Background: an optimization exercise with open tools, aiming at a short achievable clock period and few clock cycles per item. Do not read the settings as production practice. Function was checked by simulation only, so behaviour that the tests miss may differ from the original. Power is estimated from default activity; no workload was simulated.

Design wisc_pipe, start of the top module:
module wisc_pipe (
   imem_addr, dmem_addr, dmem_wdata, dmem_rd, dmem_wr, halt,
   clk, rst, imem_rdata, dmem_rdata, mem_ready
   );
Size in the first run: roughly 3800 cells after synthesis, about 86 I/O pins, ~33000 sq um of cells after synthesis.
Settings: LEC_CHECK=0, CAP_MARGIN=20, CORE_MARGIN=2, CORE_UTILIZATION=40, SLEW_MARGIN=20, SYNTH_HIERARCHICAL=1; clock period 10.0 ns.
standard.sh (not shown) runs the stock make flow with config.mk's settings and CLKGATE_MAP_FILE= SYNTH_SCRIPT=/design/flow/synth_recipe.tcl, a recipe that flattens the netlist after the stock synthesis.
==> flow/flow/run.sh <==
#!/bin/bash
# The standard layout (standard.sh), with knobs changed for a faster
# layout; the SDC is unchanged:
#  - synthesis maps adders with ABC like the rest of the logic instead of
#    extracting full/half-adder cells (ADDER_MAP_FILE empty); registers are
#    the standard synthesis's;
#  - the port buffers are buf_4 cells (the default choice is a weak
#    delay buffer, slow on the output paths).
set -euo pipefail
bash standard.sh ADDER_MAP_FILE= SETUP_SLACK_MARGIN=7 TNS_END_PERCENT=100 \
  "BUFFER_PORTS_ARGS=-buffer_cell sky130_fd_sc_hd__buf_4" finish > standard_finish.log 2>&1
Testbench counts at the start, summed over its fixed seeds: cycles 41,283, instrs 39,926.
Then changed:
--- a/flow/design.v
+++ b/flow/design.v
@@ -59,14 +59,16 @@
    reg [15:0] w_val;
    reg        x_v;               
    reg        x_we;
    reg [2:0]  x_dst;
    reg        x_rd, x_wr;
    reg [15:0] x_a, x_b, x_sd, x_addr, x_eval;
    reg        x_early;           
+   reg        x_jr;              
+   reg [15:0] x_jt;
    reg        x_addt;            
    reg        r_add, r_sub, r_xor, r_andn, r_rol, r_sll, r_ror, r_srl, r_btr,
               r_seq, r_slt, r_sle, r_sco, r_slbi, r_ev, r_stu, r_ld;
    reg [15:0] rf [0:7];
    wire [15:0] alu_res;
    wire        xeq;
    wp_alu u_alu (.a(x_a), .b(x_b),
@@ -134,42 +136,27 @@
          default: br_taken = ~rs_neg;
       endcase
    end
    wire haz_d = d_v & rs_late &
                 (d_ld | d_st | d_jreg | (d_br & ~(br_eqne & x_addt)));
    wire [15:0] agu, jr_tgt;
    wp_adds5 u_agu (.b(rsv), .i(d_ir[4:0]), .s(agu));
-   wire [15:0] jr_q [0:9];
-   genvar gq;
-   generate
-      for (gq = 0; gq < 8; gq = gq + 1) begin : g_jr
-         wp_adds8 u_jr (.b(rf[gq]), .i(d_ir[7:0]), .s(jr_q[gq]));
-      end
-   endgenerate
-   wp_adds8 u_jr_x (.b(x_early_val), .i(d_ir[7:0]), .s(jr_q[8]));
-   wp_adds8 u_jr_w (.b(w_val),       .i(d_ir[7:0]), .s(jr_q[9]));
-   reg  [15:0] jr_rf;
-   integer q;
-   always @(*) begin
-      jr_rf = 16'h0000;
-      for (q = 0; q < 8; q = q + 1)
-         jr_rf = jr_rf | (jr_q[q] & {16{d_rs_oh[q]}});
-   end
-   assign jr_tgt = d_fxrs ? jr_q[8] : d_fwrs ? jr_q[9] : jr_rf;
+   wp_adds8 u_jrt (.b(rsv), .i(d_ir[7:0]), .s(jr_tgt));
    wire [15:0] br_tgt;
    wp_adds8 u_brt (.b(d_pc2), .i(d_ir[7:0]), .s(br_tgt));
    wire        i_j     = (op == 5'b00100) | (op == 5'b00110);    
    wire [16:0] j_sum;
    wp_add16 u_jt (.a(d_pc2), .b({{5{d_ir[10]}}, d_ir[10:0]}), .ci(1'b0), .s(j_sum));
    wire [15:0] j_tgt   = j_sum[15:0];
    wire        br_miss = d_br & (br_taken != d_pt) & (d_ir[7:0] != 8'h00);
-   wire        redir_d = d_v & i_j & ~d_pt |
-                         d_v & ~rs_late & (br_miss | d_jreg) |
-                         d_v & rs_late & d_br & br_eqne & x_addt & br_miss;
-   wire [15:0] tgt_d   = d_jreg ? jr_tgt : i_j ? j_tgt : (br_taken ? br_tgt : d_pc2);
+   wire        redir_x = x_v & x_jr;
+   wire        redir_d = ~redir_x & d_v & i_j & ~d_pt |
+                         ~redir_x & d_v & ~rs_late & br_miss |
+                         ~redir_x & d_v & rs_late & d_br & br_eqne & x_addt & br_miss;
+   wire [15:0] tgt_d   = i_j ? j_tgt : (br_taken ? br_tgt : d_pc2);
    wire hold_d = haz_d | stall_x;
    wire [15:0] iw   = imem_rdata;
    wire [11:0] f_dec = pdec(iw);
    wire [15:0] pc2;
    wire [7:0]  ph, ph_m4, ph_m3, ph_m2, ph_m1, ph_p1, ph_p2, ph_p3, ph_p4;
    wp_pcinc u_pcinc (.pc(pc), .pc2(pc2), .ph_m4(ph_m4), .ph_m3(ph_m3),
                      .ph_m2(ph_m2), .ph_m1(ph_m1), .ph_p1(ph_p1), .ph_p2(ph_p2),
@@ -191,19 +178,23 @@
          halt_q  <= 1'b0;
          d_v     <= 1'b0;
          d_fxrs  <= 1'b0;
          d_fxrt  <= 1'b0;
          d_fwrs  <= 1'b0;
          d_fwrt  <= 1'b0;
       end else begin
-         if (redir_d)
+         if (redir_x)
+            pc <= x_jt;
+         else if (redir_d)
             pc <= tgt_d;
          else if (f_go)
             pc <= f_pt ? f_tgt : pc2;
-         if (~hold_d) begin
+         if (redir_x)
+            d_v  <= 1'b0;
+         else if (~hold_d) begin
             d_v  <= mem_ready & ~redir_d & ~stopped & ~(d_v & d_halt);
             if (d_v & d_halt) begin
                stopped <= 1'b1;
                halt_q  <= 1'b1;
             end
          end
          if (stall_x) begin
@@ -236,27 +227,30 @@
       if (rst) begin
          x_v  <= 1'b0;
          x_we <= 1'b0;
          x_rd <= 1'b0;
          x_wr <= 1'b0;
          x_early <= 1'b0;
          x_addt <= 1'b0;
+         x_jr <= 1'b0;
       end else if (~stall_x) begin
-         x_v  <= d_v & ~haz_d;
-         x_we <= d_v & ~haz_d & d_we;
-         x_rd <= d_v & ~haz_d & d_ld;
-         x_wr <= d_v & ~haz_d & d_st;
+         x_v  <= d_v & ~haz_d & ~redir_x;
+         x_we <= d_v & ~haz_d & ~redir_x & d_we;
+         x_rd <= d_v & ~haz_d & ~redir_x & d_ld;
+         x_wr <= d_v & ~haz_d & ~redir_x & d_st;
+         x_jr <= d_v & ~haz_d & ~redir_x & d_jreg;
          x_early <= d_lbi | d_link | d_stu;
          x_addt  <= i_addi | i_subi | i_arith & ~d_ir[1];
       end
    end
    always @(posedge clk) begin
       if (~stall_x) begin
          x_dst  <= d_dst;
          x_addr <= agu;
+         x_jt   <= jr_tgt;
          x_eval <= d_lbi ? s8 : d_pc2;
          r_add  <= i_addi | (i_arith & d_ir[1:0] == 2'b00);
          r_sub  <= i_subi | (i_arith & d_ir[1:0] == 2'b01);
          r_xor  <= i_xori | (i_arith & d_ir[1:0] == 2'b10);
          r_andn <= i_andni | (i_arith & d_ir[1:0] == 2'b11);
          r_rol  <= (i_shi & op[1:0] == 2'b00) | (i_shr & d_ir[1:0] == 2'b00);
          r_sll  <= (i_shi & op[1:0] == 2'b01) | (i_shr & d_ir[1:0] == 2'b01);
Routed wire length goes down by about 19%; worst setup slack gets better by 370 ps; die area fell by 18%; final cell count shrinks by about 20%; total power is lower by about 6%; first-iteration DRC count shrinks by 16%.
Testbench counts after the change, summed over its fixed seeds: cycles 41,729, instrs 39,926.

[port drivers added, routing unchanged]
No port has a modelled driver above. Below, the same layouts with a new extraction and two added sets of constraints. Step 1: set_driving_cell puts a clkbuf_16 on clk and a buf_2 on each other input, an assumption about the parent block. Step 2, shift: input delay + t, output delay - t, t = (earliest + latest rising clock arrival at the registers) / 2. This alone moves slack from input paths to output paths. a / b / c = ideal / step 1 / step 2; a / b = the first two.
run | shift t [ns] | setup slack, ns | worst setup path after step 2 | worst register clock-pin slew, ns
the first run | 0.639 | 5.990 / 5.990 / 5.674 | input to register | 0.07 / 0.07
the second run | 0.637 | 6.361 / 6.361 / 5.764 | input to register | 0.06 / 0.06
After both steps every run listed still meets setup and hold. The setup slack of the second run, which loses most, moves by 0.000 ns with the drivers and by -0.597 ns with both steps.
